Background: an optimization exercise with open tools, aiming at small area. Do not read the settings as production practice.
The RTL was checked by simulation tests, not by an equivalence proof against the original design.
No activity file was given, so power comes from the tool's default toggle rates.

// median
module median (
    input         clk,
    input         rst_n,
    input  [31:0] word0,
    input  [31:0] word1,
    input  [31:0] word2,
    output [7:0]  pixel1,
    output [7:0]  pixel2,
    output [7:0]  pixel3,
    output [7:0]  pixel4,
    output [9:0]  raddr_a,
    output [9:0]  raddr_b,
    output [9:0]  raddr_c,
    output [9:0]  waddr
);
Settings: LEC_CHECK=0, CAP_MARGIN=20, CORE_MARGIN=2, CORE_UTILIZATION=40, SLEW_MARGIN=20; clock period 30.0 ns.
standard.sh (not shown) runs the stock make flow with config.mk's settings and CLKGATE_MAP_FILE= SYNTH_SCRIPT=/design/flow/synth_recipe.tcl, a recipe that flattens the netlist after the stock synthesis.
==> flow/flow/run.sh <==
#!/bin/bash
# Own layout flow: the standard flow (standard.sh), with two changes:
#  - ABC maps for area (flow/abc.script) instead of ORFS's speed script with
#    gate up-sizing; ORFS reads that script from SCRIPTS_DIR, so the flow
#    runs on a copy of ORFS's scripts folder with only that file replaced;
#  - the port buffers are sky130_fd_sc_hd__buf_1.
# Everything else (synthesis passes, flattening, register names, floorplan,
# power grid, CTS, routing) is the standard flow.
set -euo pipefail
W=$(pwd)
rm -rf "$W/orfs_scripts"
cp -r "$FLOW_HOME/scripts" "$W/orfs_scripts"
cp "$W/flow/abc.script" "$W/orfs_scripts/abc_speed.script"
bash "$W/standard.sh" "SCRIPTS_DIR=$W/orfs_scripts" \
    "BUFFER_PORTS_ARGS=-buffer_cell sky130_fd_sc_hd__buf_1" finish \
    > "$W/standard.log" 2>&1
==> flow/flow/abc.script <==
&get -n
&st
&syn2
&synch2
&dch
&nf -R 1000
&put
The first run completed with no timing, DRC or antenna violations.
Rerun with:
==> flow/flow/abc.script (replaced) <==
&get -n
&st
&syn2
&synch2
&deepsyn -T 60
&dch
&nf -R 1000
&put
GPL_TIMING_DRIVEN = 0   (was not set)
Outcome: Routed wire length falls by a few percent; combinational power decreases by a quarter to a third; power is lower by about a fifth; cell count decreases by a little under a tenth; synthesized cell count shrinks by roughly a tenth; hold slack is better by 0.0041 ns; sequential share of layout area goes up by 1.3 points.

* * *

== run 1 ==
The RTL this note starts from:
==> flow/design.v <==
module median (
    input         clk,
    input         rst_n,
    input  [31:0] word0,
    input  [31:0] word1,
    input  [31:0] word2,
    output [7:0]  pixel1,
    output [7:0]  pixel2,
    output [7:0]  pixel3,
    output [7:0]  pixel4,
    output [9:0]  raddr_a,
    output [9:0]  raddr_b,
    output [9:0]  raddr_c,
    output [9:0]  waddr
);
    function gt;
        input [7:0] a;
        input [7:0] b;
        integer i;
        reg g;
        begin
            g = 1'b0;
            for (i = 0; i < 8; i = i + 1)
                g = (a[i] & ~b[i]) | (g & (a[i] | ~b[i]));
            gt = g;
        end
    endfunction
    function [7:0] med3;
        input [7:0] x;
        input [7:0] y;
        input [7:0] z;
        input xy;
        input yz;
        input xz;
        begin
            med3 = (xy == yz) ? y : ((xy == xz) ? z : x);
        end
    endfunction
    wire [7:0] l0, m0, h0, l1, m1, h1, l2, m2, h2, l3, m3, h3;
    sort3 s0 (.a(word0[7:0]),   .b(word1[7:0]),   .c(word2[7:0]),   .lo(l0), .mid(m0), .hi(h0));
    sort3 s1 (.a(word0[15:8]),  .b(word1[15:8]),  .c(word2[15:8]),  .lo(l1), .mid(m1), .hi(h1));
    sort3 s2 (.a(word0[23:16]), .b(word1[23:16]), .c(word2[23:16]), .lo(l2), .mid(m2), .hi(h2));
    sort3 s3 (.a(word0[31:24]), .b(word1[31:24]), .c(word2[31:24]), .lo(l3), .mid(m3), .hi(h3));
    wire [7:0] lo10 = gt(l1, l0) ? l1 : l0;      
    wire [7:0] lo32 = gt(l3, l2) ? l3 : l2;
    wire [7:0] hi10 = gt(h1, h0) ? h0 : h1;      
    wire [7:0] hi32 = gt(h3, h2) ? h2 : h3;
    wire g10 = gt(m1, m0);
    wire g21 = gt(m2, m1);
    wire g20 = gt(m2, m0);
    wire g32 = gt(m3, m2);
    wire g31 = gt(m3, m1);
    reg [7:0] r0l, r0m, r0h, r1m, rlo, rhi;
    reg       rg10;
    always @(posedge clk or negedge rst_n) begin
        if (!rst_n) begin
            r0l <= 8'd0; r0m <= 8'd0; r0h <= 8'd0; r1m <= 8'd0;
            rlo <= 8'd0; rhi <= 8'd0; rg10 <= 1'b0;
        end else begin
            r0l <= l0; r0m <= m0; r0h <= h0; r1m <= m1;
            rlo <= lo10; rhi <= hi10; rg10 <= g10;
        end
    end
    wire g03 = gt(r0m, m3);      
    wire g02 = gt(r0m, m2);
    wire g13 = gt(r1m, m3);      
    wire [7:0] w4l = gt(l3, rlo) ? l3 : rlo;
    wire [7:0] w4h = gt(h3, rhi) ? rhi : h3;
    wire [7:0] w4m = med3(r1m, r0m, m3, rg10, g03, g13);
    wire [7:0] w1l = gt(r0l, lo32) ? r0l : lo32;
    wire [7:0] w1h = gt(r0h, hi32) ? hi32 : r0h;
    wire [7:0] w1m = med3(r0m, m3, m2, g03, g32, g02);
    wire [7:0] w2l = gt(l1, lo32) ? l1 : lo32;
    wire [7:0] w2h = gt(h1, hi32) ? hi32 : h1;
    wire [7:0] w2m = med3(m3, m2, m1, g32, g21, g31);
    wire [7:0] w3l = gt(l2, lo10) ? l2 : lo10;
    wire [7:0] w3h = gt(h2, hi10) ? hi10 : h2;
    wire [7:0] w3m = med3(m2, m1, m0, g21, g10, g20);
    wire [7:0] o4 = med3(w4l, w4m, w4h, gt(w4l, w4m), gt(w4m, w4h), gt(w4l, w4h));
    wire [7:0] o1 = med3(w1l, w1m, w1h, gt(w1l, w1m), gt(w1m, w1h), gt(w1l, w1h));
    wire [7:0] o2 = med3(w2l, w2m, w2h, gt(w2l, w2m), gt(w2m, w2h), gt(w2l, w2h));
    wire [7:0] o3 = med3(w3l, w3m, w3h, gt(w3l, w3m), gt(w3m, w3h), gt(w3l, w3h));
    reg [7:0] p1_q, p2_q, p3_q;
    always @(posedge clk or negedge rst_n) begin
        if (!rst_n) begin
            p1_q <= 8'd0; p2_q <= 8'd0; p3_q <= 8'd0;
        end else begin
            p1_q <= o1; p2_q <= o2; p3_q <= o3;
        end
    end
    assign pixel1 = p1_q;
    assign pixel2 = p2_q;
    assign pixel3 = p3_q;
    assign pixel4 = o4;
    reg [9:0] rc;
    reg [2:0] col_hi;
    reg       sa, sb;
    reg       first;
    reg [5:0] wa_hi;
    wire nib  = &rc[3:0];
    wire wrap = nib & col_hi[2];           
    always @(posedge clk or negedge rst_n) begin
        if (!rst_n) begin
            rc     <= 10'd0;
            col_hi <= 3'd0;
            sa     <= 1'b0;
            sb     <= 1'b0;
            first  <= 1'b0;
            wa_hi  <= 6'd0;
        end else begin
            rc[3:0] <= rc[3:0] + 4'd1;
            if (nib)
                rc[9:4] <= rc[9:4] + ((wrap & ~sb) ? 6'd60 : 6'd1);
            if (nib)
                col_hi <= wrap ? 3'd0 : col_hi + 3'd1;
            if (wrap) begin
                sa <= ~sb;
                sb <= sa & ~sb;
            end
            first <= 1'b1;
            if (first && rc[3:0] == 4'd0)
                wa_hi <= wa_hi + 6'd1;
        end
    end
    assign raddr_c = rc;
    assign raddr_a = {rc[9:4] + {3'b000, sa, 1'b0, sa}, rc[3:0]};
    assign raddr_b = sb ? raddr_a : rc;    
    assign waddr   = {wa_hi, rc[3:0] - {3'b000, first}};
endmodule
module sort3 (
    input  [7:0] a,
    input  [7:0] b,
    input  [7:0] c,
    output [7:0] lo,
    output [7:0] mid,
    output [7:0] hi
);
    function gt;
        input [7:0] x;
        input [7:0] y;
        integer i;
        reg g;
        begin
            g = 1'b0;
            for (i = 0; i < 8; i = i + 1)
                g = (x[i] & ~y[i]) | (g & (x[i] | ~y[i]));
            gt = g;
        end
    endfunction
    wire ab = gt(a, b);
    wire bc = gt(b, c);
    wire ac = gt(a, c);
    assign mid = (ab == bc) ? b : ((ab == ac) ? c : a);
    assign lo  = ab ? (bc ? c : b) : (ac ? c : a);
    assign hi  = ab ? (ac ? a : c) : (bc ? b : c);
endmodule
clock: 30.0 ns
lec_check: 0
cap_margin: 20
core_margin: 2
core_utilization: 40
cts_buf_list: sky130_fd_sc_hd__clkbuf_8
cts_cluster_diameter: 150
cts_cluster_size: 30
gpl_timing_driven: 0
slew_margin: 20
==> flow/flow/run.sh <==
#!/bin/bash
# Own layout flow: the standard flow (standard.sh), with three changes:
#  - ABC maps for area (flow/abc.script) instead of ORFS's speed script with
#    gate up-sizing; ORFS reads that script from SCRIPTS_DIR, so the flow
#    runs on a copy of ORFS's scripts folder with only that file replaced;
#  - the port buffers are sky130_fd_sc_hd__buf_1;
#  - so are the buffers synthesis puts on pass-through wires.
# Everything else (synthesis passes, flattening, register names, floorplan,
# power grid, CTS, routing) is the standard flow. All output of the flow is
# in standard.log and in ORFS's own logs under orfs/logs.
set -euo pipefail
W=$(pwd)
rm -rf "$W/orfs_scripts"
cp -r "$FLOW_HOME/scripts" "$W/orfs_scripts"
cp "$W/flow/abc.script" "$W/orfs_scripts/abc_speed.script"
bash "$W/standard.sh" "SCRIPTS_DIR=$W/orfs_scripts" \
    "BUFFER_PORTS_ARGS=-buffer_cell sky130_fd_sc_hd__buf_1" \
    "MIN_BUF_CELL_AND_PORTS=sky130_fd_sc_hd__buf_1 A X" finish \
    > "$W/standard.log" 2>&1
==> flow/flow/abc.script <==
&get -n
&st
&syn2
&synch2
&deepsyn -T 60
&dch
&nf -R 1000
&put
In summary, run 1 completed successfully, with a layout that passed the timing, design-rule and antenna checks.
Inputs modified between run 1 and run 2:
- clearing CTS_CLUSTER_SIZE, which used to be 30
- clearing CTS_CLUSTER_DIAMETER, which used to be 150
- swapping 40 for 55 in CORE_UTILIZATION
==> flow/flow/abc.script <==
&get -n
&st
&syn2
&synch2
&deepsyn -T 60
&dch
&nf -R 1000 -p -C 32 -F 8 -a -A 8
&put
Notes after the runs:
Run 2 finished end to end and its layout was clean on timing, DRC and antenna. Run 2 against run 1: slew at the pin closest to its max-slew limit saw an increase; global-route met2 utilization climbed 13 points. The die used by run 2 is smaller than the one used by run 1. As of run 2, total non-filler cell area in the finished layout had fallen slightly compared to run 1. Min share of power burned in the clock network across run 1 and run 2: run 1. Changes observed in run 2 relative to run 1: synthesized cell count shrank by 16; average detailed-routed wire length per instance increased by 0.84 µm relative to the old numbers; standard-cell row count now smaller. Post-layout worst setup margin (run 2 over run 1): increase, 500 ps. When run 2 is set beside run 1, its core area turns out to be 0.0066 mm² smaller.
Here is what was changed in the inputs of run 3 compared with run 2.
- a change of CORE_UTILIZATION from 55 to 40
- a change of CTS_BUF_LIST from sky130_fd_sc_hd__clkbuf_8 to sky130_fd_sc_hd__clkbuf_4 sky130_fd_sc_hd__clkbuf_8
Findings:
- Of run 3 and run 2, it is run 3 that has the higher maximum frequency.
- The clock buffer and inverter area fraction after layout of run 2 and that of run 3 are within noise of each other.
- Run 3 — layout overhead on the synthesized area 0.95 points higher, run 2 as reference
- Compared to run 2, run 3 has core utilization 16 points lower.
What run 4 does differently from run 3 at the input level:
- an added CTS_CLUSTER_SIZE of 50
- a change of SLEW_MARGIN from 20 to 0
- a change of CTS_BUF_LIST from sky130_fd_sc_hd__clkbuf_4 sky130_fd_sc_hd__clkbuf_8 to sky130_fd_sc_hd__clkbuf_16
- a change of CAP_MARGIN from 20 to 0
==> flow/flow/run.sh <==
#!/bin/bash
# Own layout flow: the standard flow (standard.sh), with two changes:
#  - ABC maps for area (flow/abc.script) instead of ORFS's speed script with
#    gate up-sizing; ORFS reads that script from SCRIPTS_DIR, so the flow
#    runs on a copy of ORFS's scripts folder with only that file replaced;
#  - the port buffers are sky130_fd_sc_hd__buf_1.
# Everything else (synthesis passes, flattening, register names, floorplan,
# power grid, CTS, routing) is the standard flow.
set -euo pipefail
W=$(pwd)
rm -rf "$W/orfs_scripts"
cp -r "$FLOW_HOME/scripts" "$W/orfs_scripts"
cp "$W/flow/abc.script" "$W/orfs_scripts/abc_speed.script"
bash "$W/standard.sh" "SCRIPTS_DIR=$W/orfs_scripts" \
    "BUFFER_PORTS_ARGS=-buffer_cell sky130_fd_sc_hd__buf_1" finish \
    > "$W/standard.log" 2>&1
==> flow/flow/abc.script <==
&get -n
&st
&syn2
&synch2
&deepsyn -T 60
&dch
&nf -R 1000
&put
Results
- Every stage of run 4 finished as expected; the final checks, on the other hand, flagged capacitance limit, which means the layout fails.
- Relative to run 3, part of the cycle the worst path needs has gone up in run 4.
- Ratio of total power to cell area on run 4 is up relative to run 3.
- Re number of stages on the worst setup path: run 4 is 2 down on run 3.
- Status: portion of the layout cell area used by non-clock buffers parity (run 3, run 4)

* * *

// median: RTL as listed in full above, without the edits since
==> flow/config.mk <==
export PLATFORM = sky130hd
export DESIGN_NAME = median
export DESIGN_NICKNAME = median
export VERILOG_FILES = /design/flow/design.v
export SDC_FILE = /design/flow/constraint.sdc
export NUM_CORES = 4
export LEC_CHECK = 0
export CAP_MARGIN = 20
export CORE_MARGIN = 2
export CORE_UTILIZATION = 70
export CTS_BUF_LIST = sky130_fd_sc_hd__clkbuf_8
export GPL_TIMING_DRIVEN = 0
export SLEW_MARGIN = 20
==> flow/constraint.sdc <==
create_clock -name core_clock -period 30.0 [get_ports {clk}]
set_input_delay 6.0000 -clock core_clock [delete_from_list [all_inputs] [get_ports {clk}]]
set_output_delay 6.0000 -clock core_clock [all_outputs]
set_load 0.01 [all_outputs]
==> flow/flow/run.sh <==
#!/bin/bash
# Own layout flow: the standard flow (standard.sh), with three changes:
#  - ABC maps for area (flow/abc.script) instead of ORFS's speed script with
#    gate up-sizing; ORFS reads that script from SCRIPTS_DIR, so the flow
#    runs on a copy of ORFS's scripts folder with only that file replaced;
#  - the port buffers are sky130_fd_sc_hd__buf_1;
#  - so are the buffers synthesis puts on pass-through wires.
# Everything else (synthesis passes, flattening, register names, floorplan,
# power grid, CTS, routing) is the standard flow. All output of the flow is
# in standard.log and in ORFS's own logs under orfs/logs.
set -euo pipefail
W=$(pwd)
rm -rf "$W/orfs_scripts"
cp -r "$FLOW_HOME/scripts" "$W/orfs_scripts"
cp "$W/flow/abc.script" "$W/orfs_scripts/abc_speed.script"
bash "$W/standard.sh" "SCRIPTS_DIR=$W/orfs_scripts" \
    "BUFFER_PORTS_ARGS=-buffer_cell sky130_fd_sc_hd__buf_1" \
    "MIN_BUF_CELL_AND_PORTS=sky130_fd_sc_hd__buf_1 A X" finish \
    > "$W/standard.log" 2>&1
==> flow/flow/abc.script <==
&get -n
&st
&syn2
&synch2
&deepsyn -T 60
&dch
&nf -R 1000 -p -C 32 -F 8 -a -A 8
&put
The baseline produced a clean layout.
==> next run, changes <==
Settings changed: CORE_UTILIZATION 70 to 40.
Non-clock buffer count goes up by 2.
Sequential share of layout area goes down by 0.36 points.
Count of clock-buffer cells in the layout stays the same.
Design area goes up by 1.7%.
Worst hold slack is about the same.
Critical path depth does not change.
Sequential cell count is unchanged.
Power goes down by 0.38%.

* * *

RTL: the design.v shown in full above, as it stands there.
Settings: LEC_CHECK=0, CAP_MARGIN=20, CORE_MARGIN=2, CORE_UTILIZATION=40, CTS_BUF_LIST=sky130_fd_sc_hd__clkbuf_8, GPL_TIMING_DRIVEN=0, SLEW_MARGIN=20; clock period 30.0 ns.
==> flow/flow/abc.script <==
&get -n
&st
&syn2
&synch2
&deepsyn -T 60
&dch
&nf -R 1000
&put
Scripts as last shown in full above: flow/flow/run.sh
Edit:
==> flow/flow/run.sh (replaced) <==
#!/bin/bash
# Own layout flow: the standard flow (standard.sh), with two changes:
#  - ABC maps for area (flow/abc.script) instead of ORFS's speed script with
#    gate up-sizing; ORFS reads that script from SCRIPTS_DIR, so the flow
#    runs on a copy of ORFS's scripts folder with only that file replaced;
#  - the port buffers are sky130_fd_sc_hd__buf_1.
# Everything else (synthesis passes, flattening, register names, floorplan,
# power grid, CTS, routing) is the standard flow.
set -euo pipefail
W=$(pwd)
rm -rf "$W/orfs_scripts"
cp -r "$FLOW_HOME/scripts" "$W/orfs_scripts"
cp "$W/flow/abc.script" "$W/orfs_scripts/abc_speed.script"
bash "$W/standard.sh" "SCRIPTS_DIR=$W/orfs_scripts" \
    "BUFFER_PORTS_ARGS=-buffer_cell sky130_fd_sc_hd__buf_1" finish \
    > "$W/standard.log" 2>&1
=> Utilization barely changes; critical path depth does not change; cell count stays flat; synthesized area went up by 0.30%; design area hardly moves.

-- static timing again, ports no longer ideal --
No port has a modelled driver above. Below, the same layouts with a new extraction and two added sets of constraints. Step 1, drivers: a clkbuf_16 drives clk and a buf_2 each remaining input, both assumed. Step 2, shift: input delay + t, output delay - t, t = (earliest + latest rising clock arrival at the registers) / 2. This alone moves slack from input paths to output paths. Three values: no drivers, after step 1, after step 2; two values: the first two.
| run | t (ns) | setup WS [ns] | worst setup path after step 2 | clock arrival spread, ns | worst slew at a driven data input, ns |
|---|---|---|---|---|---|
| the first run of note 1 | 0.398 | 8.382 / 8.353 / 8.353 | input to output | 0.014 / 0.014 | 0.04 |
| the second run of note 1 | 0.402 | 7.941 / 7.915 / 7.915 | input to output | 0.015 / 0.015 | 0.03 |
| run 1 | 0.423 | 9.055 / 9.033 / 9.033 | input to output | 0.018 / 0.018 | 0.04 |
| run 2 | 0.434 | 9.558 / 9.537 / 9.537 | input to output | 0.020 / 0.020 | 0.05 |
| run 3 | 0.420 | 9.728 / 9.706 / 9.706 | input to output | 0.017 / 0.017 | 0.04 |
| run 4 | 0.398 | 8.835 / 8.809 / 8.809 | input to output | 0.017 / 0.017 | 0.04 |
| the first run of note 3 | 0.447 | 9.536 / 9.514 / 9.514 | input to output | 0.012 / 0.012 | 0.06 |
| the second run of note 3 | 0.420 | 9.728 / 9.706 / 9.706 | input to output | 0.017 / 0.017 | 0.04 |
| the first run of note 4 | 0.423 | 9.055 / 9.033 / 9.033 | input to output | 0.018 / 0.018 | 0.04 |
| the second run of note 4 | 0.416 | 9.064 / 9.037 / 9.037 | input to output | 0.015 / 0.014 | 0.04 |
The setup slack of the first run of note 1, which loses most, moves by -0.029 ns with the drivers and by -0.029 ns with both steps.
